This is an optimization exercise on Yosys and OpenROAD, whose aim is small area, a short achievable clock period and few clock cycles, not a production implementation. At most, simulation tests tie the RTL to the original design; equivalence was not proved. The RTL of runs 4 to 6 was laid out without a check of its function. No activity file was given, so power comes from the tool's default toggle rates.

**flow/design.v**
```verilog
module udp_send_data_buf;
endmodule
module crc_calc;
endmodule
`timescale 1 ns / 1 ps
module udp_transmit
(
    input wire  clk,
    input wire  rst,
    output wire  eth_txd_tvalid,
    output wire [31 : 0] eth_txd_tdata,
    output wire [3 : 0] eth_txd_tkeep,
    output wire  eth_txd_tlast,
    input wire  eth_txd_tready,
    output wire                    eth_txc_tvalid,
    output wire [31 : 0] eth_txc_tdata,
    output wire [3 : 0] eth_txc_tkeep,
    output wire  eth_txc_tlast,
    input wire  eth_txc_tready,
    input wire [31 : 0]   s_axis_data_tdata,
    input wire                      s_axis_data_tvalid,
    output wire                     s_axis_data_tready,
    input wire                      s_axis_data_tlast
);
    reg [8:0]  nb;           
    reg        first;        
    reg        ctrl;         
    reg        hdr;          
    reg        payload;      
    reg        lastb;        
    reg [31:0] s;            
    reg        s_rdy;        
    reg [15:0] p;
    reg [31:0] o;            
    reg        o_v, o_last, o_keep;
    reg        c_v, c_first, c_last;
    wire [3:0]  b = nb[3:0];
    wire [31:0] hv = (b == 4'd0) ? 32'h0000_0100 :
                     (b == 4'd1) ? 32'h0002_0000 :
                     (b == 4'd3) ? 32'h0045_0008 :
                     (b == 4'd4) ? 32'h0000_1c04 :
                     (b == 4'd5) ? 32'h1180_0000 :
                     (b == 4'd6) ? 32'ha8c0_e767 :
                     (b == 4'd7) ? 32'hc0a8_8001 :
                     (b == 4'd8) ? 32'h1879_0164 :
                     (b == 4'd9) ? 32'h0804_3075 : 32'h0;
    wire acc    = s_axis_data_tvalid && s_rdy;
    wire [31:0] w = s_rdy ? s_axis_data_tdata : s;
    wire c_free = !c_v || eth_txc_tready;
    wire o_free = !o_v || eth_txd_tready;
    wire step   = o_free && (ctrl ? (c_free && (!first || !s_rdy || s_axis_data_tvalid))
                                  : (!payload || !s_rdy || s_axis_data_tvalid));
    wire take   = step && payload;
    always @(posedge clk) begin
        if (rst) begin
            nb <= 9'd0;
            first <= 1'b1;
            ctrl <= 1'b1;
            hdr <= 1'b1;
            payload <= 1'b0;
            lastb <= 1'b0;
            s_rdy <= 1'b1;
            o_v <= 1'b0;
            c_v <= 1'b0;
        end else begin
            if (step) begin
                nb      <= lastb ? 9'd0 : nb + 9'd1;
                first   <= lastb;
                ctrl    <= lastb || (ctrl && nb != 9'd5);
                hdr     <= lastb || (hdr && nb != 9'd9);
                payload <= (nb == 9'd9) || (payload && nb != 9'd265);
                lastb   <= (nb == 9'd265);
            end
            if (take) s_rdy <= 1'b1;
            else if (acc) s_rdy <= 1'b0;
            if (o_free) o_v <= step;
            if (c_free) c_v <= step && ctrl;
        end
    end
    always @(posedge clk) begin
        if (s_rdy) s <= s_axis_data_tdata;
        if (take) p <= w[31:16];
        if (o_free) begin
            o[31:16] <= (hdr || lastb) ? hv[31:16] : w[15:0];
            o[15:0]  <= (hdr || nb == 9'd10) ? hv[15:0] : p;
            o_last   <= lastb;
            o_keep   <= !lastb;
        end
        if (c_free) begin
            c_first <= first;
            c_last  <= (nb == 9'd5);
        end
    end
    assign s_axis_data_tready = s_rdy;
    assign eth_txd_tvalid = o_v;
    assign eth_txd_tdata  = o;
    assign eth_txd_tkeep  = {{2{o_keep}}, 2'b11};
    assign eth_txd_tlast  = o_last;
    assign eth_txc_tvalid = c_v;
    assign eth_txc_tdata  = {c_first, 1'b0, c_first, 29'h0};
    assign eth_txc_tkeep  = 4'hF;
    assign eth_txc_tlast  = c_last;
endmodule
```
**flow/flow/run.sh**
```bash
#!/bin/bash
# The standard layout (standard.sh), with two changes to how it is made:
# ports are buffered with the smallest buffer (buf_1; timing repair upsizes
# the ones it needs), and each constant net keeps the single tie cell that
# synthesis gives it instead of one tie cell per load.
set -euo pipefail
export BUFFER_PORTS_ARGS="-buffer_cell sky130_fd_sc_hd__buf_1"
export SKIP_REPAIR_TIE_FANOUT=1
bash standard.sh > standard.log 2>&1
```
**flow/standard.sh**
```bash
#!/bin/bash
# synth_recipe.tcl (not shown) runs the flow's synth.tcl, then flattens the netlist and writes it again
# the make line also repeats each setting of config.mk as NAME=value (left out here)
make -C /OpenROAD-flow-scripts/flow DESIGN_CONFIG=/design/flow/config.mk WORK_HOME=/design/flow/orfs CLKGATE_MAP_FILE= SYNTH_SCRIPT=/design/flow/synth_recipe.tcl "${@:-finish}"
```
**flow/config.mk**
```make
export PLATFORM = sky130hd
export DESIGN_NAME = udp_transmit
export DESIGN_NICKNAME = udp_transmit
export VERILOG_FILES = /design/flow/design.v
export SDC_FILE = /design/flow/constraint.sdc
export NUM_CORES = 4
export LEC_CHECK = 0
export ABC_AREA = 1
export CAP_MARGIN = 20
export CORE_MARGIN = 2
export CORE_UTILIZATION = 55
export CTS_BUF_LIST = sky130_fd_sc_hd__clkbuf_16
export CTS_CLUSTER_DIAMETER = 200
export CTS_CLUSTER_SIZE = 50
export PLACE_DENSITY = 0.7
export SETUP_SLACK_MARGIN = 3.0
export SLEW_MARGIN = 20
```
**flow/constraint.sdc**
```tcl
create_clock -name core_clock -period 5.0 [get_ports {clk}]
set_input_delay 1.0000 -clock core_clock [delete_from_list [all_inputs] [get_ports {clk}]]
set_output_delay 1.0000 -clock core_clock [all_outputs]
set_load 0.01 [all_outputs]
```
==> results of run 1 <==
[metal layers]
metal	vias to the layer above	wire [um]
li1	1650	-
met1	1471	3890
met2	121	4400
met3	12	597
met4	0	121
met5	-	0
[report_power, final]
part | leakage [nW] | total [W] | internal (W) | switching [W]
clock network | 0.137 | 0.000655 | 0.000344 | 0.000310
logic | 1.03 | 0.000194 | 0.0000593 | 0.000135
registers | 0.957 | 0.000957 | 0.000933 | 0.0000241
[area by class of cell]
cell class | instances | area share
Sequential cell | 101 | 0.518
Inverter | 31 | 0.0272
Clock inverter | 7 | 0.0125
Clock buffer | 9 | 0.0458
Timing Repair Buffer | 82 | 0.0769
Multi-Input combinational cell | 318 | 0.293
Tap cell | 102 | 0.0260
[state kept, by name, summed over array words and instances (netlist names), named ones only]
signal / cells
ctrl: 1
hdr: 1
o_keep: 1
first: 1
s_rdy: 1
nb: 9
o: 32
c_v: 1
p: 16
c_last: 1
lastb: 1
s: 32
o_last: 1
o_v: 1
c_first: 1
[tightest hold or removal path: cells and delay by family, from the launching register on]
| family | cells | cell delay [ns] |
|---|---|---|
| flops | 1 | 0.31 |
| simple gates | 2 | 0.11 |
[cell families (layout without fill, tap and decap cells)]
| group | count (synthesis) | in the layout |
|---|---|---|
| and+or+nand+nor | 269 | 269 |
| buffers and inverters | 84 | 129 |
| xor gates and xnor gates | 1 | 1 |
| DFF | 101 | 101 |
| adders and majority gates | 4 | 4 |
| AOI/OAI and AO/OA | 41 | 42 |
| other | 2 | 2 |
[what timing repair did]
item / in CTS / in global routing
gates resized for setup: 8 / 3
buffers inserted: 2 / 0
setup endpoints to repair: 40 / 23
hold buffers: 0 / 0
gates cloned: 1 / 1
pin swaps: 1 / 1
[final timing paths]
kind / slack, ns / endpoint
max: 3.03 / s_axis_data_tready
min: 0.44 / s[28]
max reg2reg: 3.16 / p[13]
min reg2reg: 0.44 / s[28]
[stage by stage]
step | std cells | hold WS, ns | utilization
final | 650 | 0.445 | 0.633
after floorplan | 502 | 0.412 | -
after global placement | 630 | 0.423 | 0.582
after detailed placement | 630 | 0.428 | 0.582
after global routing | 650 | 0.468 | 0.633
after CTS | 649 | 0.446 | 0.630
[cells in the final DEF, fill, tap and decap left out, drive strengths merged]
cell,n
nor3,4
o21ai,21
clkinvlp,2
dfxtp,49
a21boi,1
nand2,196
a21o,1
a21oi,15
nor2,44
bufbuf,1
nand4,4
a22o,1
o31ai,1
xor2,1
edfxtp,52
inv,33
or2,1
buf,81
nor3b,2
clkbuf,9
clkinv,3
conb,2
nand3,18
ha,4
o21bai,2
==> run summary, run 1 <==
kind of critical path=reg -> out; final hold violation count=0; Initial DRC Count=259; fraction of synthesized area in multiplexers=0; detailed placer's ending HPWL=5.91 mm; dominant combinational cell family by area after synthesis=simple AND/OR/NAND/NOR gates; number of antenna cells inserted=0; initial core utilization=0.569; Setup Slack @ Placement=2.47 ns; global-route met1 utilization=0.279; met2 capacity usage during global routing=0.338; antenna-violating nets left=0; sequence of cells on the critical path=buf_12, buf_2; sink count of the clock tree=101; clock buffer count from CTS=9; transition time at the pin with the least slew margin=0.658 ns; row count=32; vertical extent of the die=93.6 um; summed negative setup slack over all endpoints=0 ns; maximum number of pins on one net before global-route repair=42; post-layout total power=0.00181 W; GR met3 Demand/Resource=0.0524; area occupied by multi-input gates=0.00144 mm^2; fin crit share=0.395; Maximum Capacitance Violations=0; clock tree from TritonCTS=built; initial antenna violation count=0; average size of a mapped cell=8.80 um^2; worst skew pair latency=0.34 ns; Synth Area in Simple Gates=0.247; post-synthesis compound-gate area fraction=0.0535; hold path startpoint=s[28]; sequential standard cell area=0.00255 mm^2; capturing element type of the critical path=output port; commonest cells in the synthesized netlist=193 x nand2_1, 52 x edfxtp_1, 49 x dfxtp_1; global-route wire length before repair=14.1 mm; final critical path time including I/O delays and setup=1.97 ns; average via count per standard cell=5.01; leading cell type by number of instances after synthesis=nand2_1; Async SR Flop Fraction=0; worst relative slew slack=0.562; Setup-failing EPs final=0; Synth Instances=502; detailed-route via count=3254; Fmax=0.507 GHz; cell area power density=368 mW/mm^2; synthesized-area fraction occupied by adder cells=0.0113; Layout Cell Area excl Fill=0.00491 mm^2; Final nets=585; share of cells above drive strength 1=0.0876; worst hold path cell count=2; run status=no timing/DRC/antenna violations; I/O pin total=115; Max Slew Vio Count=0; CTS HTree Levels=3; crit path setup slack, layout=3.03 ns; share of the synthesized area in the top cell type=0.354; Fill cells=670; data required time at the worst endpoint=4.00 ns; share of the yosys chip area belonging to registers=0.576; count of state elements after synthesis=101; final RePlAce weighted congestion=0.848; Reg2Reg Launch Point=s_rdy; Core Footprint=0.00777 mm^2; kind of start point of the critical path=flop; main flop type after synthesis=edfxtp_1; clock-pin slew on the worst setup and hold paths=0.07 ns; Synthesis Warnings=1; netlist area before placement=0.00442 mm^2; width of the die=93.6 um; Buf/Inv on CP=2; unrepaired setup endpoints after global routing=false; First-pass DRT Iterations=5; die area=0.00876 mm^2; average wire length per cell after detail routing=13.9 um; worst-path fanout max=4; P_leak=2.13 nW; global route hottest layer=met2; cell count of the worst reg-to-reg path=9; biggest cell delay along the critical path=0.37 ns; worst vdd ir=0.198 mV; fraction of synthesized cell area in xor and xnor cells=0.00198; Setup crit start=s_rdy; clk_skew=0.00959 ns; remaining global-route overflow=0; Distinct cells, synth=32; vias in the first global route=3004; largest delay contributor family on the critical path=flip-flops; Area growth syn-to-layout=11.2%; CP Data Arrival Time=0.97 ns; Total Routing Usage GR=0.211; largest area contributor in the synthesized netlist=edfxtp_1; cell count along the critical path=2; biggest area contributors in the synthesized netlist=edfxtp_1 35%, dfxtp_1 22%, nand2_1 16%; placement-stage cell area=0.00452 mm^2; DRC violations left=0; slowest library cell on the worst path=dfxtp_4; Hold WC Path Type=reg -> reg; count of input and output buffers=77; number of synthesized flops with an enable pin=52; wire length after detailed routing=9.00 mm; CTS Root Cell=clkbuf_16; maximum buffer depth of the clock tree=2
Testbench counts, summed over its fixed seeds: cycles 26,373.
==> run 2: changes to the inputs <==
--- a/flow/design.v
+++ b/flow/design.v
@@ -32,7 +32,7 @@
     reg        s_rdy;        
     reg [15:0] p;
     reg [31:0] o;            
-    reg        o_v, o_last, o_keep;
+    reg        o_v, o_last;
     reg        c_v, c_first, c_last;
     wire [3:0]  b = nb[3:0];
     wire [31:0] hv = (b == 4'd0) ? 32'h0000_0100 :
@@ -48,7 +48,7 @@
     wire [31:0] w = s_rdy ? s_axis_data_tdata : s;
     wire c_free = !c_v || eth_txc_tready;
     wire o_free = !o_v || eth_txd_tready;
-    wire step   = o_free && (ctrl ? (c_free && (!first || !s_rdy || s_axis_data_tvalid))
+    wire step   = o_free && (ctrl ? (c_free && (!first || !s_rdy))
                                   : (!payload || !s_rdy || s_axis_data_tvalid));
     wire take   = step && payload;
     always @(posedge clk) begin
@@ -84,7 +84,6 @@
             o[31:16] <= (hdr || lastb) ? hv[31:16] : w[15:0];
             o[15:0]  <= (hdr || nb == 9'd10) ? hv[15:0] : p;
             o_last   <= lastb;
-            o_keep   <= !lastb;
         end
         if (c_free) begin
             c_first <= first;
@@ -94,7 +93,7 @@
     assign s_axis_data_tready = s_rdy;
     assign eth_txd_tvalid = o_v;
     assign eth_txd_tdata  = o;
-    assign eth_txd_tkeep  = {{2{o_keep}}, 2'b11};
+    assign eth_txd_tkeep  = {{2{!o_last}}, 2'b11};
     assign eth_txd_tlast  = o_last;
     assign eth_txc_tvalid = c_v;
     assign eth_txc_tdata  = {c_first, 1'b0, c_first, 29'h0};
==> flow/config.mk (replaced) <==
export PLATFORM = sky130hd
export DESIGN_NAME = udp_transmit
export DESIGN_NICKNAME = udp_transmit
export VERILOG_FILES = /design/flow/design.v
export SDC_FILE = /design/flow/constraint.sdc
export NUM_CORES = 4
export LEC_CHECK = 0
export CAP_MARGIN = 20
export CORE_MARGIN = 2
export CORE_UTILIZATION = 40
export PLACE_DENSITY = 0.6
export SETUP_SLACK_MARGIN = 3.2
export SLEW_MARGIN = 20
==> run 2 against run 1 <==
Flip-flop and latch count fell by 1. Utilization is 15 points lower. Sequential power decreased by 2%. Final area increased by 5.9%. Critical path depth unchanged. Final cell count shrank 10%. Register-to-register slack improved by 0.07 ns. Critical path type unchanged. Worst hold slack better by 0.029 ns. Clock skew grew 0.0027 ns. Combinational power up about 20%.
==> run summary, run 2 <==
run status=no timing/DRC/antenna violations (unchanged); leading cell type by number of instances after synthesis=edfxtp_1 (was nand2_1); detailed-route via count=2983 (was 3254); fraction of synthesized cell area in xor and xnor cells=0 (was 0.00198); data required time at the worst endpoint=4.00 ns (about the same); Synth Area in Simple Gates=0.125 (was 0.247); Synthesis Warnings=1 (unchanged); Initial DRC Count=239 (was 259); clock network fraction of design power=0.277 (was 0.363); worst-path fanout max=2 (was 4); share of the synthesized area in the top cell type=0.351 (was 0.354); Setup-failing EPs final=0 (unchanged); share of the yosys chip area belonging to registers=0.575 (was 0.576); share of cells above drive strength 1=0.345 (was 0.0876); average size of a mapped cell=11.6 um^2 (was 8.80 um^2); sink count of the clock tree=100 (was 101); share of total power in combinational logic=0.143 (was 0.107); biggest cell delay along the critical path=0.41 ns (was 0.37 ns); initial antenna violation count=0 (unchanged); Regs by FF count=o (32), s (32), p (16) (unchanged); worst vdd ir=0.134 mV (was 0.198 mV); clk_skew=0.0123 ns (was 0.00959 ns); global-route wire length before repair=14.5 mm (was 14.1 mm); count of input and output buffers=77 (unchanged); most common cell after layout, fill and taps aside=edfxtp_1 (was nand2_1); vertical extent of the die=109 um (was 93.6 um); part of the total power dissipated in sequential elements=0.580 (was 0.530); synthesized-area fraction occupied by adder cells=0.0115 (was 0.0113); DRC violations left=0 (unchanged); Synth Instances=378 (was 502); die area=0.0118 mm^2 (was 0.00876 mm^2); dominant combinational cell family by area after synthesis=simple AND/OR/NAND/NOR gates (unchanged); First-pass DRT Iterations=4 (was 5); biggest area contributors in the synthesized netlist=edfxtp_1 35%, dfxtp_1 22%, mux2_2 8.5% (was edfxtp_1 35%, dfxtp_1 22%, nand2_1 16%); count of state elements after synthesis=100 (was 101); Distinct cells, synth=49 (was 32); slowest library cell on the worst path=edfxtp_1 (was dfxtp_4); Maximum Capacitance Violations=0 (unchanged); width of the die=109 um (was 93.6 um); post-synthesis compound-gate area fraction=0.104 (was 0.0535); average wire length per cell after detail routing=16.3 um (was 13.9 um); worst relative slew slack=0.600 (was 0.562); P_leak=2.01 nW (was 2.13 nW); Area growth syn-to-layout=19.1% (was 11.2%); unrepaired setup endpoints after global routing=true (was false); cell area power density=312 mW/mm^2 (was 368 mW/mm^2); summed negative setup slack over all endpoints=0 ns (unchanged); Total Routing Usage GR=0.163 (was 0.211); Layout Cell Area excl Fill=0.00520 mm^2 (was 0.00491 mm^2); Post-CTS Hold Fix Bufs=0 (unchanged); sequence of cells on the critical path=inv_2, buf_6 (was buf_12, buf_2); remaining global-route overflow=0 (unchanged); average via count per standard cell=5.11 (was 5.01); main flop type after synthesis=edfxtp_1 (unchanged); final hold violation count=0 (unchanged); number of synthesized flops with an enable pin=51 (was 52); fraction of synthesized area in multiplexers=0.0851 (was 0); Hold WC Path Type=reg -> reg (unchanged); CTS HTree Levels=3 (unchanged); I/O pin total=115 (unchanged); Max Slew Vio Count=0 (unchanged); maximum buffer depth of the clock tree=2 (unchanged); antenna-violating nets left=0 (unchanged); clock-pin slew on the worst setup and hold paths=0.09 ns (was 0.07 ns); largest area contributor in the synthesized netlist=edfxtp_1 (unchanged); netlist area before placement=0.00437 mm^2 (was 0.00442 mm^2); row count=38 (was 32); clock buffer count from CTS=9 (unchanged); CP Data Arrival Time=0.96 ns (was 0.97 ns); worst skew pair latency=0.36 ns (was 0.34 ns); transition time at the pin with the least slew margin=0.599 ns (was 0.658 ns); detailed placer's ending HPWL=5.51 mm (was 5.91 mm); capturing element type of the critical path=output port (unchanged); Buf/Inv on CP=2 (unchanged); CTS Root Cell=clkbuf_8 (was clkbuf_16); kind of critical path=reg -> out (unchanged); Async SR Flop Fraction=0 (unchanged); Fmax=0.511 GHz (was 0.507 GHz); maximum number of pins on one net before global-route repair=31 (was 42); Core Footprint=0.0107 mm^2 (was 0.00777 mm^2); commonest cells in the synthesized netlist=51 x edfxtp_1, 49 x dfxtp_1, 39 x buf_4 (was 193 x nand2_1, 52 x edfxtp_1, 49 x dfxtp_1); register-to-register setup slack=3.23 ns (was 3.16 ns); kind of start point of the critical path=flop (unchanged); most frequent cells in the layout=51 x edfxtp_1, 42 x dfxtp_1, 39 x buf_1, 33 x nand2_1, 33 x mux2_2 (was 193 x nand2_1, 76 x buf_1, 52 x edfxtp_1, 48 x dfxtp_1, 37 x nor2_1); largest delay contributor family on the critical path=flip-flops (unchanged); final RePlAce weighted congestion=0.776 (was 0.848); internal power=0.00120 W (was 0.00134 W); initial core utilization=0.407 (was 0.569); proportion of total power due to net switching=0.261 (was 0.260); number of antenna cells inserted=0 (unchanged); final critical path time including I/O delays and setup=1.96 ns (was 1.97 ns); vias in the first global route=2891 (was 3004); clock tree from TritonCTS=built (unchanged); switching power total=0.000423 W (was 0.000469 W); wire length after detailed routing=9.50 mm (was 9.00 mm); placement-stage cell area=0.00448 mm^2 (was 0.00452 mm^2); fin crit share=0.391 (was 0.395); Final nets=481 (was 585)
==> run 2: cell count changes after synthesis, moves of 6 or more <==
cell     before  now
a21oi_1      10   17
a31oi_1       0    7
inv_1        25   12
mux2_2        0   33
nand2_1     193   35
nand3_1      18   10
nor2_1       39   11
nor2b_1       0    7
nor3_1        2    8
o31ai_1       1    7
==> run 2: final cells by class <==
cell class	instances	area (um^2)
sequential	100	2530
clock inverter	7	42.5
multi-input combinational	213	1670
clock buffer	9	124
timing repair buffer	102	609
timing repair inverter	1	7.51
fill	966	5540
inverter	12	48.8
tap	140	175
==> run 2: kinds of logic (layout without fill, tap and decap cells) <==
kind of cell,count (synthesis),in the layout
flops,100,100
simple gates,101,103
buf+inv,69,131
compound gates,69,71
other cells,2,2
fa+ha+maj,4,4
mux,33,33
==> run 2: path summary, 6_finish.rpt <==
| kind | from | cells past startpoint | end |
|---|---|---|---|
| worst max register to register | nb[1] | 6 | hdr |
| worst min-delay path | s[10] | 1 | s[10] |
| worst min register to register | s[10] | 1 | s[10] |
| worst max-delay path | o_last | 2 | eth_txd_tkeep[2] |
==> run 2: per-layer routing <==
metal  vias up  global-route usage  part of all wire
met5         -                   0                 0
met4         0              0.0870             0.028
met3        19              0.0332             0.061
met2        94               0.271              0.50
met1      1430               0.198              0.41
li1       1440                   -                 -
==> run 2: metrics by stage <==
step | util | instances | hold WS, ns | setup WS [ns] | power (W)
after global placement | 0.417 | 538 | 0.454 | 2.09 | 0.00113
after floorplan | - | 378 | 0.424 | 2.72 | 0.00111
after CTS | 0.460 | 575 | 0.472 | 3.02 | 0.00160
final | 0.484 | 584 | 0.474 | 3.04 | 0.00162
after global routing | 0.484 | 584 | 0.492 | 2.99 | 0.00169
after detailed placement | 0.417 | 538 | 0.448 | 2.08 | 0.00114
==> run 2: worst register-to-register path, stage by stage, from the launching register on <==
cell     delay [ns]
dfxtp_4        0.38
inv_1          0.15
ha_4           0.25
and3b_2        0.26
nand3_1        0.09
or3_1          0.35
a21bo_1        0.19
==> run 2: power groups by stage <==
stage          registers [W]  clock network, W  logic, W
2_1_floorplan       0.000968                 0  0.000138
3_3_place_gp        0.000965                 0  0.000166
3_5_place_dp        0.000967                 0  0.000168
4_1_cts             0.000941          0.000458  0.000203
5_1_grt             0.000947          0.000490  0.000255
6_report            0.000942          0.000450  0.000233
==> run 2: repair_timing <==
item	4_1_cts	5_1_grt
gates resized for setup	37	59
setup endpoints to repair	136	83
pin swaps	5	9
buffers inserted	17	8
gates cloned	4	1
Testbench counts of run 2, summed over its fixed seeds: cycles 26,377.
==> run 3: changes to the inputs <==
--- a/flow/design.v
+++ b/flow/design.v
@@ -32,7 +32,7 @@
     reg        s_rdy;        
     reg [15:0] p;
     reg [31:0] o;            
-    reg        o_v, o_last;
+    reg        o_v, o_last, o_keep;
     reg        c_v, c_first, c_last;
     wire [3:0]  b = nb[3:0];
     wire [31:0] hv = (b == 4'd0) ? 32'h0000_0100 :
@@ -48,7 +48,7 @@
     wire [31:0] w = s_rdy ? s_axis_data_tdata : s;
     wire c_free = !c_v || eth_txc_tready;
     wire o_free = !o_v || eth_txd_tready;
-    wire step   = o_free && (ctrl ? (c_free && (!first || !s_rdy))
+    wire step   = o_free && (ctrl ? (c_free && (!first || !s_rdy || s_axis_data_tvalid))
                                   : (!payload || !s_rdy || s_axis_data_tvalid));
     wire take   = step && payload;
     always @(posedge clk) begin
@@ -84,6 +84,7 @@
             o[31:16] <= (hdr || lastb) ? hv[31:16] : w[15:0];
             o[15:0]  <= (hdr || nb == 9'd10) ? hv[15:0] : p;
             o_last   <= lastb;
+            o_keep   <= !lastb;
         end
         if (c_free) begin
             c_first <= first;
@@ -93,7 +94,7 @@
     assign s_axis_data_tready = s_rdy;
     assign eth_txd_tvalid = o_v;
     assign eth_txd_tdata  = o;
-    assign eth_txd_tkeep  = {{2{!o_last}}, 2'b11};
+    assign eth_txd_tkeep  = {{2{o_keep}}, 2'b11};
     assign eth_txd_tlast  = o_last;
     assign eth_txc_tvalid = c_v;
     assign eth_txc_tdata  = {c_first, 1'b0, c_first, 29'h0};
==> flow/run.sh (new file) <==
#!/bin/bash
# synth_recipe.tcl (not shown) runs the flow's synth.tcl, then flattens the netlist and writes it again
# the make line also repeats each setting of config.mk as NAME=value (left out here)
make -C /OpenROAD-flow-scripts/flow DESIGN_CONFIG=/design/flow/config.mk WORK_HOME=/design/flow/orfs CLKGATE_MAP_FILE= SYNTH_SCRIPT=/design/flow/synth_recipe.tcl finish
==> flow/config.mk (replaced) <==
export PLATFORM = sky130hd
export DESIGN_NAME = udp_transmit
export DESIGN_NICKNAME = udp_transmit
export VERILOG_FILES = /design/flow/design.v
export SDC_FILE = /design/flow/constraint.sdc
export NUM_CORES = 4
export LEC_CHECK = 0
export ABC_AREA = 1
export CAP_MARGIN = 20
export CORE_MARGIN = 2
export CORE_UTILIZATION = 55
export PLACE_DENSITY = 0.7
export SETUP_SLACK_MARGIN = 3.0
export SLEW_MARGIN = 20
removed: flow/flow/run.sh
removed: flow/standard.sh
==> run 3 against run 2 <==
Maximum frequency fell by 1.9%. Via count rose by 12%. Critical endpoint is now s_axis_data_tready. Sequential power rose by 1%.
==> run summary, run 3 <==
width of the die=93.6 um (was 109 um); Setup crit start=s_rdy (was o_last); kind of critical path=reg -> out (unchanged); unrepaired setup endpoints after global routing=true (unchanged); Core Footprint=0.00777 mm^2 (was 0.0107 mm^2); most frequent cells in the layout=192 x nand2_1, 52 x edfxtp_1, 47 x dfxtp_1, 37 x nor2_1, 36 x conb_1 (was 51 x edfxtp_1, 42 x dfxtp_1, 39 x buf_1, 33 x nand2_1, 33 x mux2_2); transition time at the pin with the least slew margin=0.576 ns (was 0.599 ns); clock buffer count from CTS=9 (unchanged); average via count per standard cell=4.79 (was 5.11); share of cells above drive strength 1=0.165 (was 0.345); Regs by FF count=o (32), s (32), p (16) (unchanged); vertical extent of the die=93.6 um (was 109 um); number of antenna cells inserted=0 (unchanged); clock network fraction of design power=0.287 (was 0.277); maximum buffer depth of the clock tree=2 (unchanged); worst-path fanout max=4 (was 2); largest area contributor in the synthesized netlist=edfxtp_1 (unchanged); share of the yosys chip area belonging to registers=0.576 (was 0.575); share of total power in combinational logic=0.142 (was 0.143); count of input and output buffers=77 (unchanged); Fmax=0.501 GHz (was 0.511 GHz); capturing element type of the critical path=output port (unchanged); switching power total=0.000456 W (was 0.000423 W); internal power=0.00122 W (was 0.00120 W); final hold violation count=0 (unchanged); average size of a mapped cell=8.80 um^2 (was 11.6 um^2); main flop type after synthesis=edfxtp_1 (unchanged); final RePlAce weighted congestion=0.846 (was 0.776); worst relative slew slack=0.616 (was 0.600); most common cell after layout, fill and taps aside=nand2_1 (was edfxtp_1); part of the total power dissipated in sequential elements=0.571 (was 0.580); commonest cells in the synthesized netlist=193 x nand2_1, 52 x edfxtp_1, 49 x dfxtp_1 (was 51 x edfxtp_1, 49 x dfxtp_1, 39 x buf_4); detailed placer's ending HPWL=6.07 mm (was 5.51 mm); biggest area contributors in the synthesized netlist=edfxtp_1 35%, dfxtp_1 22%, nand2_1 16% (was edfxtp_1 35%, dfxtp_1 22%, mux2_2 8.5%); number of synthesized flops with an enable pin=52 (was 51); maximum number of pins on one net before global-route repair=34 (was 31); final critical path time including I/O delays and setup=1.99 ns (was 1.96 ns); CP Data Arrival Time=0.99 ns (was 0.96 ns); Distinct cells, synth=32 (was 49); CTS HTree Levels=3 (unchanged); clock tree from TritonCTS=built (unchanged); register-to-register setup slack=3.17 ns (was 3.23 ns); sink count of the clock tree=101 (was 100); Synth Instances=502 (was 378); remaining global-route overflow=0 (unchanged); Setup-failing EPs final=0 (unchanged); CTS Root Cell=clkbuf_8 (unchanged); detailed-route via count=3336 (was 2983); Max Slew Vio Count=0 (unchanged); I/O pin total=115 (unchanged); hold path startpoint=s[19] (was s[10]); Maximum Capacitance Violations=0 (unchanged); average wire length per cell after detail routing=13.6 um (was 16.3 um); cell area power density=310 mW/mm^2 (was 312 mW/mm^2); antenna-violating nets left=0 (unchanged); wire length after detailed routing=9.51 mm (was 9.50 mm); placement-stage cell area=0.00513 mm^2 (was 0.00448 mm^2); worst vdd ir=0.201 mV (was 0.134 mV); Total Routing Usage GR=0.223 (was 0.163); dpl cells=664 (was 538); fin crit share=0.399 (was 0.391); proportion of total power due to net switching=0.273 (was 0.261); netlist area before placement=0.00442 mm^2 (was 0.00437 mm^2); kind of start point of the critical path=flop (unchanged); Setup Slack @ Placement=2.12 ns (was 2.08 ns); share of the synthesized area in the top cell type=0.354 (was 0.351); Initial DRC Count=140 (was 239); crit path setup slack, layout=3.01 ns (was 3.04 ns); P_leak=2.52 nW (was 2.01 nW); First-pass DRT Iterations=4 (unchanged); number of cells in the finished layout apart from fillers=697 (was 584); count of state elements after synthesis=101 (was 100); row count=32 (was 38); die area=0.00876 mm^2 (was 0.0118 mm^2); Reg2Reg Launch Point=nb[0] (was nb[1]); Hold WC Path Type=reg -> reg (unchanged); vias in the first global route=3084 (was 2891); DRC violations left=0 (unchanged); Area growth syn-to-layout=22.1% (was 19.1%); Synthesis Warnings=1 (unchanged); Layout Cell Area excl Fill=0.00539 mm^2 (was 0.00520 mm^2); Final nets=632 (was 481); Async SR Flop Fraction=0 (unchanged); run status=no timing/DRC/antenna violations (unchanged); clk_skew=0.0120 ns (was 0.0123 ns); initial core utilization=0.569 (was 0.407); global-route wire length before repair=14.9 mm (was 14.5 mm); clock-pin slew on the worst setup and hold paths=0.09 ns (about the same); leading cell type by number of instances after synthesis=nand2_1 (was edfxtp_1); worst skew pair latency=0.37 ns (was 0.36 ns); data required time at the worst endpoint=4.00 ns (about the same); summed negative setup slack over all endpoints=0 ns (unchanged); share of the core filled with cells=0.694 (was 0.484); initial antenna violation count=0 (unchanged)
==> run 3: area by class of cell <==
cell class                 count  area [um^2]
sequential                   101         2550
fill                         657         2370
multi-input combinational    352         1580
timing repair buffer          93          810
inverter                      31          131
tap                          102          128
clock buffer                   9          124
clock inverter                 7         55.1
timing repair inverter         2         17.5
==> run 3: metal layers <==
layer	GRT usage	vias up	part of all wire
li1	-	1709	-
met1	0.298	1497	0.43
met2	0.365	112	0.48
met3	0.0314	18	0.067
met4	0.0954	0	0.023
met5	0	-	0
==> run 3: path summary, 6_finish.rpt <==
path | cells past startpoint | endpoint
max | 2 | s_axis_data_tready
min | 2 | s[19]
max reg2reg | 6 | o[8]
min reg2reg | 2 | s[19]
==> run 3: cell families after synthesis <==
kind of cell / synth area share
simple gates: 0.247
flops: 0.576
buf+inv: 0.108
compound gates: 0.0535
fa+ha+maj: 0.0113
other cells: 0.00170
xor+xnor: 0.00198
==> run 3: what timing repair did <==
item                       4_1_cts  5_1_grt
gates cloned                     4        1
gates resized for setup        126       31
hold buffers                     0        0
setup buffers                    8        4
pin swaps                        4        3
setup endpoints to repair       80       44
==> run 3: power groups by stage <==
stage,combinational [W],sequential (W),clock (W)
4_1_cts,0.000244,0.000954,0.000487
3_5_place_dp,0.000237,0.000972,0
2_1_floorplan,0.000140,0.000982,0
3_3_place_gp,0.000234,0.000971,0
5_1_grt,0.000263,0.000961,0.000518
6_report,0.000238,0.000954,0.000480
==> run 3: metrics by stage <==
stage | hold WS, ns | total power [W]
after floorplan | 0.412 | 0.00112
after global placement | 0.423 | 0.00120
after detailed placement | 0.429 | 0.00121
after CTS | 0.453 | 0.00168
after global routing | 0.471 | 0.00174
final | 0.449 | 0.00167
==> run 3: worst max-delay path, stage by stage (launching register included) <==
cell,delay [ns]
dfxtp_4,0.39
buf_12,0.12
clkbuf_2,0.12
Testbench counts of run 3, summed over its fixed seeds: cycles 26,373.
==> run 4: changes to the inputs <==
--- a/flow/design.v
+++ b/flow/design.v
@@ -51,6 +51,8 @@
     wire step   = o_free && (ctrl ? (c_free && (!first || !s_rdy || s_axis_data_tvalid))
                                   : (!payload || !s_rdy || s_axis_data_tvalid));
     wire take   = step && payload;
+    wire [31:0] o_new = {(hdr || lastb) ? hv[31:16] : w[15:0],
+                         (hdr || nb == 9'd10) ? hv[15:0] : p};
     always @(posedge clk) begin
         if (rst) begin
             nb <= 9'd0;
@@ -80,16 +82,11 @@
     always @(posedge clk) begin
         if (s_rdy) s <= s_axis_data_tdata;
         if (take) p <= w[31:16];
-        if (o_free) begin
-            o[31:16] <= (hdr || lastb) ? hv[31:16] : w[15:0];
-            o[15:0]  <= (hdr || nb == 9'd10) ? hv[15:0] : p;
-            o_last   <= lastb;
-            o_keep   <= !lastb;
-        end
-        if (c_free) begin
-            c_first <= first;
-            c_last  <= (nb == 9'd5);
-        end
+        o      <= ({32{o_free}} & o_new) | ({32{!o_free}} & o);
+        o_last <= (o_free & lastb) | (!o_free & o_last);
+        o_keep <= (o_free & !lastb) | (!o_free & o_keep);
+        c_first <= (c_free & first) | (!c_free & c_first);
+        c_last  <= (c_free & (nb == 9'd5)) | (!c_free & c_last);
     end
     assign s_axis_data_tready = s_rdy;
     assign eth_txd_tvalid = o_v;
==> flow/flow/run.sh (new file) <==
#!/bin/bash
# The standard layout (standard.sh), with two changes to how it is made:
# ports are buffered with the smallest buffer (buf_1; timing repair upsizes
# the ones it needs), and each constant net keeps the single tie cell that
# synthesis gives it instead of one tie cell per load.
set -euo pipefail
export BUFFER_PORTS_ARGS="-buffer_cell sky130_fd_sc_hd__buf_1"
export SKIP_REPAIR_TIE_FANOUT=1
bash standard.sh > standard.log 2>&1
==> flow/standard.sh (new file) <==
#!/bin/bash
# synth_recipe.tcl (not shown) runs the flow's synth.tcl, then flattens the netlist and writes it again
# the make line also repeats each setting of config.mk as NAME=value (left out here)
make -C /OpenROAD-flow-scripts/flow DESIGN_CONFIG=/design/flow/config.mk WORK_HOME=/design/flow/orfs CLKGATE_MAP_FILE= SYNTH_SCRIPT=/design/flow/synth_recipe.tcl "${@:-finish}"
removed: flow/run.sh
==> run 4 against run 3 <==
Still clean. Routed wire length is 5.5% lower. Utilization is 6.6 points lower. Clock power is 4% higher. Setup slack better by 0.030 ns. Final cell count is 5.2% lower. Critical path depth stayed put. Power is 1.1% lower. Clock skew is 0.0029 ns higher. Sequential power hardly changed. Highest routed layer unchanged.
==> run summary, run 4 <==
clock-pin slew on the worst setup and hold paths=0.10 ns (was 0.09 ns); sink count of the clock tree=101 (unchanged); capturing element type of the critical path=output port (unchanged); netlist area before placement=0.00441 mm^2 (was 0.00442 mm^2); count of state elements after synthesis=101 (unchanged); Async SR Flop Fraction=0 (unchanged); kind of start point of the critical path=flop (unchanged); First-pass DRT Iterations=4 (unchanged); antenna-violating nets left=0 (unchanged); Fmax=0.509 GHz (was 0.501 GHz); Total Routing Usage GR=0.214 (was 0.223); area occupied by multi-input gates=0.00142 mm^2 (was 0.00158 mm^2); summed negative setup slack over all endpoints=0 ns (unchanged); vertical extent of the die=93.6 um (about the same); worst skew pair latency=0.37 ns (about the same); Synthesis Warnings=1 (unchanged); commonest cells in the synthesized netlist=186 x nand2_1, 52 x edfxtp_1, 49 x dfxtp_1 (was 193 x nand2_1, 52 x edfxtp_1, 49 x dfxtp_1); unrepaired setup endpoints after global routing=true (unchanged); Core Footprint=0.00777 mm^2 (unchanged); width of the die=93.6 um (about the same); data required time at the worst endpoint=4.00 ns (about the same); detailed placer's ending HPWL=5.86 mm (was 6.07 mm); count of input and output buffers=77 (unchanged); Synth Instances=508 (was 502); row count=32 (unchanged); share of the yosys chip area belonging to registers=0.576 (about the same); average via count per standard cell=4.95 (was 4.79); Setup Slack @ Placement=2.54 ns (was 2.12 ns); crit path setup slack, layout=3.04 ns (was 3.01 ns); detailed-route via count=3275 (was 3336); maximum number of pins on one net before global-route repair=42 (was 34); die area=0.00875 mm^2 (was 0.00876 mm^2); Fill cells=673 (was 657); most common cell after layout, fill and taps aside=nand2_1 (unchanged); clock tree from TritonCTS=built (unchanged); Max Slew Vio Count=0 (unchanged); final hold violation count=0 (unchanged); DRC violations left=0 (unchanged); Distinct cells, synth=28 (was 32); Area growth syn-to-layout=10.7% (was 22.1%); run status=no timing/DRC/antenna violations (unchanged); average size of a mapped cell=8.68 um^2 (was 8.80 um^2); biggest area contributors in the synthesized netlist=edfxtp_1 35%, dfxtp_1 22%, nand2_1 16% (unchanged); clk_skew=0.0148 ns (was 0.0120 ns); final RePlAce weighted congestion=0.915 (was 0.846); initial antenna violation count=0 (unchanged); share of cells above drive strength 1=0.0841 (was 0.165); Maximum Capacitance Violations=0 (unchanged); vias in the first global route=3034 (was 3084); I/O pin total=115 (unchanged); remaining global-route overflow=0 (unchanged); most frequent cells in the layout=186 x nand2_1, 76 x buf_1, 52 x edfxtp_1, 48 x dfxtp_1, 38 x nor2_1 (was 192 x nand2_1, 52 x edfxtp_1, 47 x dfxtp_1, 37 x nor2_1, 36 x conb_1); kind of critical path=reg -> out (unchanged); main flop type after synthesis=edfxtp_1 (unchanged); Final nets=596 (was 632); Setup-failing EPs final=0 (unchanged); wire length after detailed routing=8.98 mm (was 9.51 mm); sequential standard cell area=0.00255 mm^2 (about the same); CP Data Arrival Time=0.96 ns (was 0.99 ns); number of antenna cells inserted=0 (unchanged); share of the synthesized area in the top cell type=0.354 (about the same); maximum buffer depth of the clock tree=2 (unchanged); clock buffer count from CTS=9 (unchanged); initial core utilization=0.568 (was 0.569); worst relative slew slack=0.549 (was 0.616); final critical path time including I/O delays and setup=1.96 ns (was 1.99 ns); post-layout total power=0.00165 W (was 0.00167 W); largest area contributor in the synthesized netlist=edfxtp_1 (unchanged); fin crit share=0.393 (was 0.399); global-route wire length before repair=14.5 mm (was 14.9 mm); cell area power density=339 mW/mm^2 (was 310 mW/mm^2); Hold WC Path Type=reg -> reg (unchanged); Initial DRC Count=227 (was 140); P_leak=2.11 nW (was 2.52 nW); worst-path fanout max=3 (was 4); average wire length per cell after detail routing=13.6 um (about the same); worst vdd ir=0.143 mV (was 0.201 mV); number of synthesized flops with an enable pin=52 (unchanged); leading cell type by number of instances after synthesis=nand2_1 (unchanged); transition time at the pin with the least slew margin=0.675 ns (was 0.576 ns); CTS HTree Levels=3 (unchanged); CTS Root Cell=clkbuf_8 (unchanged)
==> run 4: cell count changes in the layout (fill, tap and decap cells not counted), sizes merged, moves of 6 or more <==
cell / before / now
buf: 35 / 85
conb: 36 / 2
clkdlybuf4s50: 32 / 0
clkbuf: 24 / 9
nand2: 196 / 188
inv: 35 / 42
o21ai: 21 / 28
clkdlybuf4s15: 6 / 0
==> run 4: logic make-up (layout without fill, tap and decap cells) <==
kind of cell	after synthesis	count (layout)	share of synthesized area
AO/OA/AOI/OAI	47	49	0.0562
XOR/XNOR	1	1	0.00199
adder cells (fa/ha/maj)	4	4	0.0113
buffers and inverters	93	142	0.116
flip-flops	101	101	0.576
other	2	2	0.00170
AND/OR/NAND/NOR	260	260	0.236
==> run 4: timing repair <==
item,4_1_cts,5_1_grt
cloned,2,1
pin swaps,2,1
hold buffers,0,0
endpoints found under the hold margin,0,0
setup buffers,3,4
resized for setup,9,5
endpoints found under the setup margin,40,13
==> run 4: layout make-up <==
class | instances | share of cell area
clock buffers | 9 | 0.0254
clock inverters | 7 | 0.0138
inverters | 40 | 0.0366
multi-input cells | 316 | 0.292
flip-flops and latches | 101 | 0.522
well taps | 102 | 0.0261
repair buffers | 86 | 0.0848
==> run 4: path summary, 6_finish.rpt <==
check	end	from	slack [ns]	depth (start not counted)
max reg2reg	flop	nb[0]	3.08	8
min reg2reg	s[23]	s[23]	0.45	2
min	s[23]	s[23]	0.45	2
max	s_axis_data_tready	s_rdy	3.04	2
==> run 4: critical path, stage by stage (launching register included) <==
cell and delay, ns:
dfxtp_4 0.38, buf_12 0.12, buf_6 0.11
==> run 4: report_power, final <==
group | internal (W) | switching, W
combinational | 0.0000645 | 0.000139
clock | 0.000193 | 0.000303
sequential | 0.000932 | 0.0000214
==> run 4: through the flow <==
step	util	hold slack [ns]	std cells	area [um^2]
floorplan	-	0.412	508	4460
global placement	0.582	0.420	635	4520
detailed placement	0.582	0.430	635	4520
CTS	0.620	0.454	656	4820
global route	0.629	0.483	661	4880
finish	0.629	0.453	661	4880
==> run 4: per-layer routing <==
layer  share of wire  track usage
met3           0.068       0.0596
met4           0.010       0.0411
met1            0.43        0.270
met5               0            0
met2            0.49        0.371
==> run 5: changes to the inputs <==
--- a/flow/design.v
+++ b/flow/design.v
@@ -30,10 +30,12 @@
     reg        lastb;        
     reg [31:0] s;            
     reg        s_rdy;        
+    reg        s_full;       
     reg [15:0] p;
     reg [31:0] o;            
     reg        o_v, o_last, o_keep;
     reg        c_v, c_first, c_last;
+    reg        o_e, c_e;
     wire [3:0]  b = nb[3:0];
     wire [31:0] hv = (b == 4'd0) ? 32'h0000_0100 :
                      (b == 4'd1) ? 32'h0002_0000 :
@@ -44,15 +46,13 @@
                      (b == 4'd7) ? 32'hc0a8_8001 :
                      (b == 4'd8) ? 32'h1879_0164 :
                      (b == 4'd9) ? 32'h0804_3075 : 32'h0;
-    wire acc    = s_axis_data_tvalid && s_rdy;
-    wire [31:0] w = s_rdy ? s_axis_data_tdata : s;
-    wire c_free = !c_v || eth_txc_tready;
-    wire o_free = !o_v || eth_txd_tready;
-    wire step   = o_free && (ctrl ? (c_free && (!first || !s_rdy || s_axis_data_tvalid))
-                                  : (!payload || !s_rdy || s_axis_data_tvalid));
+    wire acc    = s_axis_data_tvalid && !s_full;
+    wire [31:0] w = s_full ? s : s_axis_data_tdata;
+    wire c_free = c_e || eth_txc_tready;
+    wire o_free = o_e || eth_txd_tready;
+    wire step   = o_free && (ctrl ? (c_free && (!first || s_full || s_axis_data_tvalid))
+                                  : (!payload || s_full || s_axis_data_tvalid));
     wire take   = step && payload;
-    wire [31:0] o_new = {(hdr || lastb) ? hv[31:16] : w[15:0],
-                         (hdr || nb == 9'd10) ? hv[15:0] : p};
     always @(posedge clk) begin
         if (rst) begin
             nb <= 9'd0;
@@ -62,8 +62,11 @@
             payload <= 1'b0;
             lastb <= 1'b0;
             s_rdy <= 1'b1;
+            s_full <= 1'b0;
             o_v <= 1'b0;
+            o_e <= 1'b1;
             c_v <= 1'b0;
+            c_e <= 1'b1;
         end else begin
             if (step) begin
                 nb      <= lastb ? 9'd0 : nb + 9'd1;
@@ -73,20 +76,36 @@
                 payload <= (nb == 9'd9) || (payload && nb != 9'd265);
                 lastb   <= (nb == 9'd265);
             end
-            if (take) s_rdy <= 1'b1;
-            else if (acc) s_rdy <= 1'b0;
-            if (o_free) o_v <= step;
-            if (c_free) c_v <= step && ctrl;
+            if (take) begin
+                s_rdy <= 1'b1;
+                s_full <= 1'b0;
+            end else if (acc) begin
+                s_rdy <= 1'b0;
+                s_full <= 1'b1;
+            end
+            if (o_free) begin
+                o_v <= step;
+                o_e <= !step;
+            end
+            if (c_free) begin
+                c_v <= step && ctrl;
+                c_e <= !(step && ctrl);
+            end
         end
     end
     always @(posedge clk) begin
-        if (s_rdy) s <= s_axis_data_tdata;
+        if (!s_full) s <= s_axis_data_tdata;
         if (take) p <= w[31:16];
-        o      <= ({32{o_free}} & o_new) | ({32{!o_free}} & o);
-        o_last <= (o_free & lastb) | (!o_free & o_last);
-        o_keep <= (o_free & !lastb) | (!o_free & o_keep);
-        c_first <= (c_free & first) | (!c_free & c_first);
-        c_last  <= (c_free & (nb == 9'd5)) | (!c_free & c_last);
+        if (o_free) begin
+            o[31:16] <= (hdr || lastb) ? hv[31:16] : w[15:0];
+            o[15:0]  <= (hdr || nb == 9'd10) ? hv[15:0] : p;
+            o_last   <= lastb;
+            o_keep   <= !lastb;
+        end
+        if (c_free) begin
+            c_first <= first;
+            c_last  <= (nb == 9'd5);
+        end
     end
     assign s_axis_data_tready = s_rdy;
     assign eth_txd_tvalid = o_v;
==> run 5 against run 4 <==
Critical path type is now reg -> reg. Worst hold slack improved by 0.0035 ns. Still clean. Die area is 3.9% higher. Flip-flop and latch count grew 3.
==> run summary, run 5 <==
detailed-route via count=3293 (was 3275); summed negative setup slack over all endpoints=0 ns (unchanged); Regs by FF count=o (32), s (32), p (16); detailed placer's ending HPWL=5.91 mm (was 5.86 mm); Synth Instances=514 (was 508); worst hold path cell count=2 (unchanged); Initial DRC Count=213 (was 227); CP Data Arrival Time=2.16 ns (was 0.96 ns); average size of a mapped cell=8.93 um^2 (was 8.68 um^2); remaining global-route overflow=0 (unchanged); Synthesis Warnings=1 (unchanged); Post-CTS Hold Fix Bufs=0 (unchanged); transition time at the pin with the least slew margin=1.00 ns (was 0.675 ns); global-route wire length before repair=14.2 mm (was 14.5 mm); average wire length per cell after detail routing=13.4 um (was 13.6 um); met2 capacity usage during global routing=0.329 (was 0.371); vertical extent of the die=95.3 um (was 93.6 um); share of the yosys chip area belonging to registers=0.567 (was 0.576); P_leak=2.12 nW (was 2.11 nW); data required time at the worst endpoint=5.18 ns (was 4.00 ns); crit path setup slack, layout=3.02 ns (was 3.04 ns); global-route met1 utilization=0.278 (was 0.270); share of the synthesized area in the top cell type=0.340 (was 0.354); switching power total=0.000470 W (was 0.000464 W); sequence of cells on the critical path=buf_4, inv_1, nand2_1, nand2_1, nand2_1, o21ai_0 (was buf_12, buf_6); fin crit share=0.395 (was 0.393); final hold violation count=0 (unchanged); worst vdd ir=0.212 mV (was 0.143 mV); row count=33 (was 32); kind of start point of the critical path=flop (unchanged); vias in the first global route=2969 (was 3034); CTS HTree Levels=3 (unchanged); kind of critical path=reg -> reg (was reg -> out); CP dominant cell by count=nand2_1; Distinct cells, synth=32 (was 28); Final nets=599 (was 596); proportion of total power due to net switching=0.277 (was 0.281); CTS Root Cell=clkbuf_8 (unchanged); average via count per standard cell=4.94 (was 4.95); count of state elements after synthesis=104 (was 101); width of the die=95.3 um (was 93.6 um); count of input and output buffers=77 (unchanged); Area growth syn-to-layout=8.07% (was 10.7%); maximum number of pins on one net before global-route repair=44 (was 42); initial antenna violation count=0 (unchanged); antenna-violating nets left=0 (unchanged); worst-path fanout max=34 (was 3); part of the total power dissipated in sequential elements=0.581 (was 0.577); Max Slew Vio Count=0 (unchanged); clock-pin slew on the worst setup and hold paths=0.10 ns (about the same); Setup Slack @ Placement=2.49 ns (was 2.54 ns); First-pass DRT Iterations=5 (was 4); Fmax=0.506 GHz (was 0.509 GHz); run status=no timing/DRC/antenna violations (unchanged); most common cell after layout, fill and taps aside=nand2_1 (unchanged); maximum buffer depth of the clock tree=2 (unchanged); most frequent cells in the layout=192 x nand2_1, 77 x buf_1, 52 x dfxtp_1, 52 x edfxtp_1, 37 x nor2_1 (was 186 x nand2_1, 76 x buf_1, 52 x edfxtp_1, 48 x dfxtp_1, 38 x nor2_1); wire length after detailed routing=8.95 mm (was 8.98 mm); Maximum Capacitance Violations=0 (unchanged); clock buffer count from CTS=9 (unchanged); Total Routing Usage GR=0.205 (was 0.214); global route hottest layer=met2 (unchanged); final critical path time including I/O delays and setup=1.98 ns (was 1.96 ns); number of antenna cells inserted=0 (unchanged); cell area power density=342 mW/mm^2 (was 339 mW/mm^2); slowest library cell on the worst path=inv_1 (was dfxtp_4); Hold WC Path Type=reg -> reg (unchanged); worst relative slew slack=0.331 (was 0.549); Core Footprint=0.00813 mm^2 (was 0.00777 mm^2); post-layout total power=0.00170 W (was 0.00165 W); capturing element type of the critical path=flop (was output port); sink count of the clock tree=104 (was 101); cell count of the worst reg-to-reg path=6 (was 8); biggest cell delay along the critical path=0.78 ns (was 0.38 ns); largest area contributor in the synthesized netlist=edfxtp_1 (unchanged); final RePlAce weighted congestion=0.804 (was 0.915); unrepaired setup endpoints after global routing=true (unchanged); clk_skew=0.0114 ns (was 0.0148 ns); share of total power in combinational logic=0.117 (was 0.123); Async SR Flop Fraction=0 (unchanged); netlist area before placement=0.00459 mm^2 (was 0.00441 mm^2); DRC violations left=0 (unchanged); biggest area contributors in the synthesized netlist=edfxtp_1 34%, dfxtp_1 23%, nand2_1 16% (was edfxtp_1 35%, dfxtp_1 22%, nand2_1 16%); main flop type after synthesis=edfxtp_1 (unchanged); commonest cells in the synthesized netlist=192 x nand2_1, 52 x dfxtp_1, 52 x edfxtp_1 (was 186 x nand2_1, 52 x edfxtp_1, 49 x dfxtp_1); I/O pin total=115 (unchanged); leading cell type by number of instances after synthesis=nand2_1 (unchanged); GR met3 Demand/Resource=0.0372 (was 0.0596); Worst Hold Slack=0.456 ns (was 0.453 ns); worst skew pair latency=0.36 ns (was 0.37 ns); clock tree from TritonCTS=built (unchanged); Setup-failing EPs final=0 (unchanged); die area=0.00909 mm^2 (was 0.00875 mm^2); initial core utilization=0.564 (was 0.568); clock network fraction of design power=0.301 (was 0.300); internal power=0.00123 W (was 0.00119 W); share of cells above drive strength 1=0.0925 (was 0.0841); number of synthesized flops with an enable pin=52 (unchanged)
run 5: cell types whose count changed after synthesis, sizes merged, moves of 2 or more:
cell    previous run  this run
nand2            188       198
nor2              45        48
o21ai             28        23
nor3               1         3
or2                3         0
buf               47        50
dfxtp             49        52
inv               40        33
clkbuf             6         3
run 5: timing repair:
item,in CTS,in global routing
buffers inserted,1,5
endpoints found under the hold margin,0,0
gates cloned,1,0
resized for setup,0,1
pin swaps,2,1
endpoints found under the setup margin,25,23
run 5: final timing paths:
check	start	to	slack, ns
worst min register to register	s[10]	s[10]	0.46
worst max register to register	s_full	o[18]	3.02
worst max-delay path	s_full	o[18]	3.02
worst min-delay path	s[10]	s[10]	0.46
run 5: cell families after synthesis:
group	after synthesis	synth area share
xor gates and xnor gates	2	0.00382
adders and majority gates	4	0.0109
AOI/OAI and AO/OA	42	0.0494
DFF	104	0.567
and+or+nand+nor	274	0.256
other	2	0.00164
buffers and inverters	86	0.111
run 5: per-layer routing:
layer | routed length [um] | up-vias
met5 | 0 | -
met4 | 183 | 0
met3 | 496 | 15
met2 | 4140 | 101
met1 | 4130 | 1490
li1 | - | 1687
run 5: through the flow:
step                utilization  cells  area, um^2
floorplan                     -    514        4640
global placement          0.576    644        4680
detailed placement        0.576    644        4680
CTS                       0.604    662        4910
global route              0.610    667        4960
finish                    0.610    667        4960
run 5: power by group through the flow:
stage          Clock (W)  Sequential, W  Combinational, W
2_1_floorplan          0        0.00101          0.000155
3_3_place_gp           0        0.00100          0.000194
3_5_place_dp           0        0.00101          0.000198
4_1_cts         0.000520       0.000987          0.000200
5_1_grt         0.000557       0.000992          0.000225
6_report        0.000511       0.000986          0.000199
run 5: layout make-up:
cell class / count / area, um^2
clock inverter: 6 / 62.6
clock buffer: 10 / 138
timing repair buffer: 84 / 354
sequential: 104 / 2600
inverter: 33 / 153
multi-input combinational: 325 / 1520
fill: 726 / 3180
tap: 105 / 131
run 5: critical path, delay by kind of cell (launching register included):
kind                   cells  cell delay [ns]
AND/OR/NAND/NOR            3             0.32
AO/OA/AOI/OAI              1             0.13
flip-flops                 1             0.31
buffers and inverters      2             1.02
==> run 6: changes to the inputs <==
--- a/flow/config.mk
+++ b/flow/config.mk
@@ -10,5 +10,5 @@
 export CORE_MARGIN = 2
 export CORE_UTILIZATION = 55
 export PLACE_DENSITY = 0.7
-export SETUP_SLACK_MARGIN = 3.0
+export SETUP_SLACK_MARGIN = 3.1
 export SLEW_MARGIN = 20
==> run 6 against run 5 <==
Final area rose by 1.6%. Count of clock-buffer cells in the layout is the same. Utilization is 0.98 points higher. Highest routed layer unchanged. Still clean. Combinational power up 7%. Die area unchanged. Largest power group unchanged. Final cell count is 0.45% higher. First-iteration DRC count fell by 6.1%.
==> run summary, run 6 <==
sequence of cells on the critical path=clkbuf_2 (was buf_4, inv_1, nand2_1, nand2_1, nand2_1, o21ai_0); hold path startpoint=s[10] (unchanged); kind of start point of the critical path=flop (unchanged); transition time at the pin with the least slew margin=0.534 ns (was 1.00 ns); slowest library cell on the worst path=edfxtp_1 (was inv_1); worst relative slew slack=0.644 (was 0.331); largest delay contributor family on the critical path=flip-flops (was buffers and inverters); commonest cells in the synthesized netlist=192 x nand2_1, 52 x dfxtp_1, 52 x edfxtp_1 (unchanged); fin crit share=0.386 (was 0.395); Worst Hold Slack=0.456 ns (about the same); vertical extent of the die=95.3 um (unchanged); share of the synthesized area in the top cell type=0.340 (unchanged); largest area contributor in the synthesized netlist=edfxtp_1 (unchanged); share of total power in combinational logic=0.124 (was 0.117); clock buffer count from CTS=9 (unchanged); number of synthesized flops with an enable pin=52 (unchanged); average via count per standard cell=4.93 (was 4.94); average wire length per cell after detail routing=13.8 um (was 13.4 um); Synth Instances=514 (unchanged); Reg2Reg Launch Point=nb[1] (was s_full); average size of a mapped cell=8.93 um^2 (unchanged); vias in the first global route=2982 (was 2969); worst hold path cell count=2 (unchanged); placement-stage cell area=0.00468 mm^2 (unchanged); initial antenna violation count=0 (unchanged); most frequent cells in the layout=192 x nand2_1, 52 x edfxtp_1, 49 x dfxtp_1, 42 x buf_1, 37 x nor2_1 (was 192 x nand2_1, 77 x buf_1, 52 x dfxtp_1, 52 x edfxtp_1, 37 x nor2_1); most common cell after layout, fill and taps aside=nand2_1 (unchanged); I/O pin total=115 (unchanged); data required time at the worst endpoint=4.00 ns (was 5.18 ns); share of cells above drive strength 1=0.166 (was 0.0925); detailed placer's ending HPWL=5.91 mm (unchanged); Final nets=602 (was 599); clock tree from TritonCTS=built (unchanged); final RePlAce weighted congestion=0.804 (unchanged); internal power=0.00124 W (was 0.00123 W); wire length after detailed routing=9.26 mm (was 8.95 mm); Hold WC Path Type=reg -> reg (unchanged); sink count of the clock tree=104 (unchanged); antenna-violating nets left=0 (unchanged); biggest cell delay along the critical path=0.43 ns (was 0.78 ns); cell count along the critical path=1 (was 6); Maximum Capacitance Violations=0 (unchanged); clock network fraction of design power=0.299 (was 0.301); dpl cells=644 (unchanged); kind of critical path=reg -> out (was reg -> reg); clk_skew=0.0132 ns (was 0.0114 ns); P_leak=2.24 nW (was 2.12 nW); worst-path fanout max=1 (was 34); Layout Cell Area excl Fill=0.00504 mm^2 (was 0.00496 mm^2); Async SR Flop Fraction=0 (unchanged); Initial DRC Count=200 (was 213); Max Slew Vio Count=0 (unchanged); Setup-failing EPs final=0 (unchanged); Area growth syn-to-layout=9.82% (was 8.07%); clock-pin slew on the worst setup and hold paths=0.10 ns (about the same); CTS Root Cell=clkbuf_8 (unchanged); part of the total power dissipated in sequential elements=0.576 (was 0.581); initial core utilization=0.564 (unchanged); proportion of total power due to net switching=0.278 (was 0.277); maximum buffer depth of the clock tree=2 (unchanged); biggest area contributors in the synthesized netlist=edfxtp_1 34%, dfxtp_1 23%, nand2_1 16% (unchanged); CP Data Arrival Time=0.93 ns (was 2.16 ns); remaining global-route overflow=0 (unchanged); global-route wire length before repair=14.3 mm (was 14.2 mm); run status=no timing/DRC/antenna violations (unchanged); Core Footprint=0.00813 mm^2 (unchanged); worst skew pair latency=0.36 ns (about the same); CTS HTree Levels=3 (unchanged); number of cells in the finished layout apart from fillers=670 (was 667); unrepaired setup endpoints after global routing=true (unchanged); Total Routing Usage GR=0.206 (was 0.205); row count=33 (unchanged); Buf/Inv on CP=1 (was 2); leading cell type by number of instances after synthesis=nand2_1 (unchanged); First-pass DRT Iterations=4 (was 5); main flop type after synthesis=edfxtp_1 (unchanged); Regs by FF count=o (32), s (32), p (16) (unchanged); count of state elements after synthesis=104 (unchanged); die area=0.00909 mm^2 (unchanged); width of the die=95.3 um (unchanged); count of input and output buffers=77 (unchanged); final hold violation count=0 (unchanged); DRC violations left=0 (unchanged); cell count of the worst reg-to-reg path=8 (was 6); cell area power density=340 mW/mm^2 (was 342 mW/mm^2); Synthesis Warnings=1 (unchanged); Distinct cells, synth=32 (unchanged); capturing element type of the critical path=output port (was flop); switching power total=0.000476 W (was 0.000470 W); worst vdd ir=0.213 mV (was 0.212 mV); Fmax=0.519 GHz (was 0.506 GHz); Setup crit start=o[12] (was s_full); summed negative setup slack over all endpoints=0 ns (unchanged); detailed-route via count=3306 (was 3293); number of antenna cells inserted=0 (unchanged); share of the yosys chip area belonging to registers=0.567 (unchanged); final critical path time including I/O delays and setup=1.93 ns (was 1.98 ns); netlist area before placement=0.00459 mm^2 (unchanged); maximum number of pins on one net before global-route repair=44 (unchanged)
==> run 6: cell counts after synthesis <==
No cell type changed its count.
==> run 6: metrics by stage <==
step / worst slack [ns] / utilization / total power (W)
final: 3.07 / 0.619 / 0.00171
after global routing: 3.04 / 0.619 / 0.00179
after CTS: 2.98 / 0.607 / 0.00171
after detailed placement: 2.49 / 0.576 / 0.00120
after global placement: 2.49 / 0.576 / 0.00120
after floorplan: 2.85 / - / 0.00117
==> run 6: power groups by stage <==
stage | sequential [W] | combinational (W) | clock [W]
finish | 0.000987 | 0.000213 | 0.000513
global route | 0.000993 | 0.000239 | 0.000557
CTS | 0.000987 | 0.000200 | 0.000520
detailed placement | 0.00101 | 0.000198 | 0
global placement | 0.00100 | 0.000194 | 0
floorplan | 0.00101 | 0.000155 | 0
==> run 6: final cells by class <==
cell class	count	area, um^2
Timing Repair Buffer	85	405
Timing Repair inverter	2	16.3
Multi-Input combinational cell	325	1520
Fill cell	701	3100
Tap cell	105	131
Clock inverter	6	62.6
Inverter	33	156
Sequential cell	104	2610
Clock buffer	10	138
==> run 6: layer usage <==
layer | up-vias | share of wire | GRT usage
met5 | - | 0 | 0
met4 | 0 | 0.015 | 0.0773
met3 | 11 | 0.071 | 0.0372
met2 | 112 | 0.47 | 0.333
met1 | 1484 | 0.45 | 0.279
li1 | 1699 | - | -
==> run 6: what timing repair did <==
item,CTS,global route
resized for setup,0,43
buffers inserted,4,3
endpoints found under the setup margin,57,89
pin swaps,2,1
gates cloned,1,2
hold buffers,0,0
==> run 6: cell families after synthesis <==
logic type / synth area share
buffers and inverters: 0.111
adders and majority gates: 0.0109
AOI/OAI and AO/OA: 0.0494
other: 0.00164
DFF: 0.567
xor gates and xnor gates: 0.00382
and+or+nand+nor: 0.256
==> run 6: worst paths after layout <==
| check | slack [ns] | end |
|---|---|---|
| worst max register to register | 3.26 | o[23] |
| worst min-delay path | 0.46 | s[10] |
| worst max-delay path | 3.07 | eth_txd_tdata[12] |
| worst min register to register | 0.46 | s[10] |
==> run 7: changes to the inputs <==
--- a/flow/design.v
+++ b/flow/design.v
@@ -35,7 +35,6 @@
     reg [31:0] o;            
     reg        o_v, o_last, o_keep;
     reg        c_v, c_first, c_last;
-    reg        o_e, c_e;
     wire [3:0]  b = nb[3:0];
     wire [31:0] hv = (b == 4'd0) ? 32'h0000_0100 :
                      (b == 4'd1) ? 32'h0002_0000 :
@@ -48,8 +47,8 @@
                      (b == 4'd9) ? 32'h0804_3075 : 32'h0;
     wire acc    = s_axis_data_tvalid && !s_full;
     wire [31:0] w = s_full ? s : s_axis_data_tdata;
-    wire c_free = c_e || eth_txc_tready;
-    wire o_free = o_e || eth_txd_tready;
+    wire c_free = !c_v || eth_txc_tready;
+    wire o_free = !o_v || eth_txd_tready;
     wire step   = o_free && (ctrl ? (c_free && (!first || s_full || s_axis_data_tvalid))
                                   : (!payload || s_full || s_axis_data_tvalid));
     wire take   = step && payload;
@@ -64,9 +63,7 @@
             s_rdy <= 1'b1;
             s_full <= 1'b0;
             o_v <= 1'b0;
-            o_e <= 1'b1;
             c_v <= 1'b0;
-            c_e <= 1'b1;
         end else begin
             if (step) begin
                 nb      <= lastb ? 9'd0 : nb + 9'd1;
@@ -83,14 +80,8 @@
                 s_rdy <= 1'b0;
                 s_full <= 1'b1;
             end
-            if (o_free) begin
-                o_v <= step;
-                o_e <= !step;
-            end
-            if (c_free) begin
-                c_v <= step && ctrl;
-                c_e <= !(step && ctrl);
-            end
+            if (o_free) o_v <= step;
+            if (c_free) c_v <= step && ctrl;
         end
     end
     always @(posedge clk) begin
==> run 7 against run 6 <==
Via count fell by 1.3%. Critical path type unchanged. Flip-flop and latch count down 2. Non-clock buffer count up 3. Critical endpoint is now eth_txd_tdata[13]. Global-route usage fell by 0.091 points. Die area down 1.6%. Critical path depth stayed put. Routed wire length is 0.78% lower. Area after synthesis shrank 1.6%. Final cell count rose by 0.60%. Highest routed layer unchanged. Setup slack got worse by 0.022 ns.
==> run summary, run 7 <==
run status=no timing/DRC/antenna violations (unchanged); die area=0.00895 mm^2 (was 0.00909 mm^2); kind of start point of the critical path=flop (unchanged); biggest area contributors in the synthesized netlist=edfxtp_1 35%, dfxtp_1 22%, nand2_1 17% (was edfxtp_1 34%, dfxtp_1 23%, nand2_1 16%); Total Routing Usage GR=0.205 (was 0.206); average size of a mapped cell=8.80 um^2 (was 8.93 um^2); initial antenna violation count=0 (unchanged); wire length after detailed routing=9.19 mm (was 9.26 mm); most common cell after layout, fill and taps aside=nand2_1 (unchanged); largest area contributor in the synthesized netlist=edfxtp_1 (unchanged); average wire length per cell after detail routing=13.6 um (was 13.8 um); average via count per standard cell=4.84 (was 4.93); clock buffer count from CTS=9 (unchanged); CTS Root Cell=clkbuf_8 (unchanged); count of state elements after synthesis=102 (was 104); Regs by FF count=o (32), s (32), p (16) (unchanged); clk_skew=0.0135 ns (was 0.0132 ns); netlist area before placement=0.00451 mm^2 (was 0.00459 mm^2); capture point of the worst path=eth_txd_tdata[13] (was eth_txd_tdata[12]); biggest cell delay along the critical path=0.43 ns (about the same); sequential standard cell area=0.00256 mm^2 (was 0.00261 mm^2); Crit Reg-Reg Endpoint=o[11] (was o[23]); antenna-violating nets left=0 (unchanged); detailed placer's ending HPWL=5.81 mm (was 5.91 mm); Setup crit start=o[13] (was o[12]); part of the total power dissipated in sequential elements=0.576 (about the same); I/O pin total=115 (unchanged); kind of critical path=reg -> out (unchanged); fin crit share=0.390 (was 0.386); proportion of total power due to net switching=0.282 (was 0.278); Reg2Reg Launch Point=nb[4] (was nb[1]); P_leak=2.23 nW (was 2.24 nW); final hold violation count=0 (unchanged); crit path setup slack, layout=3.05 ns (was 3.07 ns); data required time at the worst endpoint=4.00 ns (about the same); capturing element type of the critical path=output port (unchanged); CP Data Arrival Time=0.95 ns (was 0.93 ns); transition time at the pin with the least slew margin=0.516 ns (was 0.534 ns); Worst Hold Slack=0.462 ns (was 0.456 ns); sequence of cells on the critical path=clkbuf_2 (unchanged); clock network fraction of design power=0.296 (was 0.299); global-route wire length before repair=13.8 mm (was 14.3 mm); unrepaired setup endpoints after global routing=true (unchanged); initial core utilization=0.558 (was 0.564); maximum buffer depth of the clock tree=2 (unchanged); switching power total=0.000473 W (was 0.000476 W); share of the synthesized area in the top cell type=0.346 (was 0.340); Initial DRC Count=174 (was 200)
[run 7: cell types whose count changed in the layout (fill, tap and decap cells not counted), sizes merged, moves of 4 or more]
cell	before	now
nand2	198	205
nand3	19	15
nor2	48	43
clkinvlp	2	7
inv	35	42
[run 7: power groups by stage]
stage / clock network [W] / registers [W] / logic [W]
after floorplan: 0 / 0.000993 / 0.000144
after global placement: 0 / 0.000982 / 0.000185
after detailed placement: 0 / 0.000983 / 0.000189
after CTS: 0.000503 / 0.000964 / 0.000195
after global routing: 0.000539 / 0.000970 / 0.000242
final: 0.000496 / 0.000964 / 0.000214
[run 7: how the worst min path moves through the flow]
stage | start | endpoint | cells past startpoint
after floorplan | lastb | o_last | 0
after global placement | s[24] | s[24] | 2
after detailed placement | s[24] | s[24] | 2
after CTS | s[6] | s[6] | 2
after global routing | s[6] | s[6] | 2
final | s[6] | s[6] | 2
[run 7: area by class of cell]
cell class	count	area share
Clock inverter	7	0.0133
Sequential cell	102	0.516
Inverter	40	0.0317
Tap cell	105	0.0264
Timing Repair Buffer	88	0.0863
Multi-Input combinational cell	319	0.296
Timing Repair inverter	4	0.00604
Clock buffer	9	0.0249
[run 7: per-stage QoR]
stage	total power, W	cells	utilization	cell area [um^2]
2_1_floorplan	0.00114	513	-	4530
4_1_cts	0.00166	666	0.597	4830
3_3_place_gp	0.00117	643	0.565	4570
6_report	0.00167	674	0.614	4970
3_5_place_dp	0.00117	643	0.565	4570
5_1_grt	0.00175	674	0.614	4970
[run 7: cell families after synthesis]
family                   count (synthesis)  share of synthesized area
flip-flops                             102                      0.568
AND/OR/NAND/NOR                        267                      0.241
adder cells (fa/ha/maj)                  4                     0.0111
XOR/XNOR                                 2                    0.00388
AO/OA/AOI/OAI                           43                     0.0557
buffers and inverters                   93                      0.119
other                                    2                    0.00166
[run 7: per-layer routing]
metal	track usage	share of wire	vias up
met5	0	0	-
li1	-	-	1689
met3	0.0551	0.055	14
met2	0.335	0.47	90
met4	0.0688	0.017	0
met1	0.267	0.45	1469
[run 7: timing repair]
item	CTS	global route
cloned	3	2
pin swaps	2	2
endpoints found under the setup margin	103	136
setup buffers	4	6
resized for setup	3	46
[run 7: worst register-to-register path: cells and delay by family (launching register included)]
family | cells | cell delay, ns
compound gates | 2 | 0.21
buf+inv | 1 | 0.19
flops | 1 | 0.37
simple gates | 4 | 0.78
Testbench counts of run 7, summed over its fixed seeds: cycles 26,373.
